Context: an optimization exercise on an open-source flow, tuned for small area, a short achievable clock period and few clock cycles. The choices shown serve that exercise and are no tape-out recipe. In this exercise RTL edits were held to simulation tests only and were not proved equivalent to the original.

## oak
## sqrt
module sqrt
  #( parameter I_WIDTH = 16,
               F_WIDTH = 16)
  (input [I_WIDTH+F_WIDTH-1:0] N_in,
   output [I_WIDTH+F_WIDTH-1:0] out,
   input clk, rst, in_valid,
   output reg out_valid, ready
  );
clock: 30.0 ns
lec_check: 0
cap_margin: 50
core_margin: 2
core_utilization: 50
cts_cluster_diameter: 60
cts_cluster_size: 20
place_density: 0.72
slew_margin: 60
run.sh (not shown) runs the stock make flow with config.mk's settings and CLKGATE_MAP_FILE= SYNTH_SCRIPT=/design/flow/synth_recipe.tcl, a recipe that flattens the netlist after the stock synthesis.
Testbench counts of oak, summed over its fixed seeds: cycles 34,118.
Edits applied to the flow inputs when going from oak to pine:
--- a/flow/design.v
+++ b/flow/design.v
@@ -35,19 +35,18 @@
   end
   wire [45:0] n_sh  = {N, 14'd0} >> {j, 1'b0};
   wire [17:0] R0    = 18'h3_0000 - n_sh[17:0];
   wire [23:0] x1_sh = {R0, 6'd0} >> j;
   wire [24:0] x0    = 25'h080_0000 >> j;
   wire [17:0] R      = ma[17:0];
   wire        cont   = (R <= R_old);
+  wire        same   = (ma == {7'd0, X});
   assign out = ma;
   wire [47:0] prod;
-  wire        same;
-  mul32x25 mul (.a(ma), .one(mb_one), .two(mb_two), .neg(mb_neg), .m(st_m), .k({7'd0, X}),
-                .p(prod), .eq(same));
+  mul32x25 mul (.a(ma), .one(mb_one), .two(mb_two), .neg(mb_neg), .m(st_m), .p(prod));
   function [37:0] booth;
     input [24:0] v;
     input        n;
     reg [26:0] w;
     integer k;
     begin
       w = {1'b0, v, 1'b0};
@@ -57,30 +56,27 @@
         if (k < 12)
           booth[26 + k] = n ? (~w[2*k+2] & (w[2*k+1] | w[2*k])) : (w[2*k+2] & ~(w[2*k+1] & w[2*k]));
       end
     end
   endfunction
   wire fin = ~(st_i | st_m | st_t | st_s);    
   wire acc = fin & in_valid;
-  wire a_prod  = (st_s & nsmall) | st_f;
-  wire a_t     = st_t & cont;           
+  wire a_prod  = (st_t & cont) | (st_s & ~same & nsmall) | st_f;
   wire a_nprod = st_m;
   wire nzero   = (N == 32'd0);
-  wire a_n     = (st_t & ~cont) | (st_s & ~nsmall) | (st_i & nzero);
-  wire b_prod  = (st_t & cont) | (st_s & ~nsmall);
+  wire a_n     = (st_t & ~cont) | (st_s & (same | ~nsmall)) | (st_i & nzero);
+  wire b_prod  = (st_t & cont) | (st_s & ~same & ~nsmall);
   wire b_h     = st_m;
-  wire b_x     = st_t & ~cont;
-  wire b_n     = st_s & nsmall;
+  wire b_x     = (st_t & ~cont) | (st_s & same);
+  wire b_n     = st_s & ~same & nsmall;
   wire [31:0] ma_early = ({32{a_n}} & N) | ({32{st_i & ~nzero}} & {8'd0, x1_sh});
-  wire [31:0] ma_t     = same ? N : prod[47:16];
-  wire [31:0] ma_next  = ({32{a_t}} & ma_t) | ({32{a_prod}} & prod[47:16])
-                       | ({32{a_nprod}} & {14'd0, prod[33:16]}) | ma_early;
+  wire [31:0] ma_next  = ({32{a_prod}} & prod[47:16]) | ({32{a_nprod}} & {14'd0, prod[33:16]}) | ma_early;
   wire [24:0] mb_early = ({25{b_h}} & {1'b0, X[24:1]}) | ({25{b_x}} & X) | ({25{b_n}} & N[24:0])
                        | ({25{st_i}} & {1'b0, x1_sh});
-  wire        b_neg    = st_s;              
+  wire        b_neg    = st_s & ~same;      
   wire [37:0] bd_early = booth(mb_early, b_neg);
   wire [37:0] bd_prod  = booth(prod[40:16], b_neg);
   wire [37:0] bd_next  = ({38{b_prod}} & bd_prod) | bd_early;
   always @ (posedge clk) begin
     ma     <= ma_next;
     mb_one <= bd_next[12:0];
     mb_two <= bd_next[25:13];
@@ -97,31 +93,31 @@
     end
   end
   reg ni, nm, nt, ns, nf;
   always @ (*) begin
     ni = 1'b0; nm = 1'b0; nt = 1'b0; ns = 1'b0; nf = 1'b0;
     if (st_i) begin if (nzero) nf = 1'b1; else ns = 1'b1; end
     if (st_m) nt = 1'b1;
-    if (st_t) begin if (cont && !same) ns = 1'b1; else nf = 1'b1; end
-    if (st_s) nm = 1'b1;
+    if (st_t) begin if (cont) ns = 1'b1; else nf = 1'b1; end
+    if (st_s) begin if (same) nf = 1'b1; else nm = 1'b1; end
     if (acc) ni = 1'b1;
   end
   always @ (posedge clk) begin
     if (rst) begin
       st_i <= 1'b0; st_m <= 1'b0; st_t <= 1'b0; st_s <= 1'b0; st_f <= 1'b0;
       ready     <= 1'b1;
       out_valid <= 1'b0;
     end else begin
       st_i <= ni; st_m <= nm; st_t <= nt; st_s <= ns; st_f <= nf;
       ready <= ~(ni | nm | nt | ns);
       out_valid <= st_f;
     end
   end
 endmodule
-module mul32x25(input [31:0] a, input [12:0] one, input [12:0] two, input [11:0] neg, input m, input [31:0] k, output [47:0] p, output eq);
+module mul32x25(input [31:0] a, input [12:0] one, input [12:0] two, input [11:0] neg, input m, output [47:0] p);
   wire one0 = one[0];
   wire two0 = two[0];
   wire neg0 = neg[0];
   wire [32:0] xa0 = {1'b0, a} ^ {33{neg0}};
   wire p1 = (one0 & xa0[0]) | (two0 & neg0);
   wire p2 = (one0 & xa0[1]) | (two0 & xa0[0]);
   wire p3 = (one0 & xa0[2]) | (two0 & xa0[1]);
@@ -1602,11 +1598,8 @@
   wire cp126 = cp94 & cp112;
   wire cg127 = cg95 | (cp95 & cg112);
   wire cp127 = cp95 & cp112;
   wire cg128 = cg96 | (cp96 & cg112);
   wire cp128 = cp96 & cp112;
   wire [47:0] cy = {cg128, cg127, cg126, cg125, cg124, cg123, cg122, cg121, cg120, cg119, cg118, cg117, cg116, cg115, cg114, cg113, cg112, cg111, cg110, cg109, cg108, cg107, cg106, cg105, cg104, cg103, cg102, cg101, cg100, cg99, cg98, cg97, cg80, cg79, cg78, cg77, cg76, cg75, cg74, cg73, cg52, cg51, cg50, cg49, cg26, cg25, cg1, kg0[0]};
   assign p = kp0 ^ {cy[46:0], 1'b0};
-  wire [31:0] ez = kp0[47:16] ^ k;
-  wire [30:0] et = kg0[46:16] | (kp0[46:16] & ~k[30:0]);
-  assign eq = (ez[0] == cy[15]) & (ez[31:1] == et);
 endmodule
Notes after the runs:
- Comparing the two runs side by side, pine comes out ahead of oak on final standard cell area without fillers.
- Global-route wire length before repair: oak vs pine — no meaningful difference
- The proportion of final cell area spent on non-clock buffers reported for pine is greater than that of oak by 0.31 points.
- Summary: with oak as the reference, number of standard cells after synthesis in pine moved down by a few percent.
- Of oak and pine, the higher compound-cell area share of the yosys netlist belongs to pine.
- Highest cell delay on the worst timing path, oak and pine: lower on pine
- Taking oak as the reference, in pine multi-input logic cell count went down about 2.7%.
Testbench counts of pine, summed over its fixed seeds: cycles 35,140.

re-timing with driven ports:
Ports are ideal in the flow. The routed layouts listed here were re-timed in OpenROAD. Step 1 assumes that a clkbuf_16 drives the clock port and a buf_2 every other input. Step 2 adds t to the input delays and takes it off the output delays; t is the mean of the earliest and latest rising clock arrival at the registers after step 1. Input paths then give back, and output paths get back, about the clock's delay inside the block. a / b / c = no drivers / after step 1 / after step 2; a / b = the first two.
| run | t (ns) | setup WS [ns] | hold WS [ns] | worst setup path at the end |
|---|---|---|---|---|
| oak | 0.496 | 21.749 / 21.695 / 21.821 | 0.560 / 0.560 / 0.560 | register to register |
| pine | 0.495 | 21.697 / 21.646 / 21.814 | 0.504 / 0.504 / 0.504 | register to register |
After both steps setup and hold are still met in every run listed.
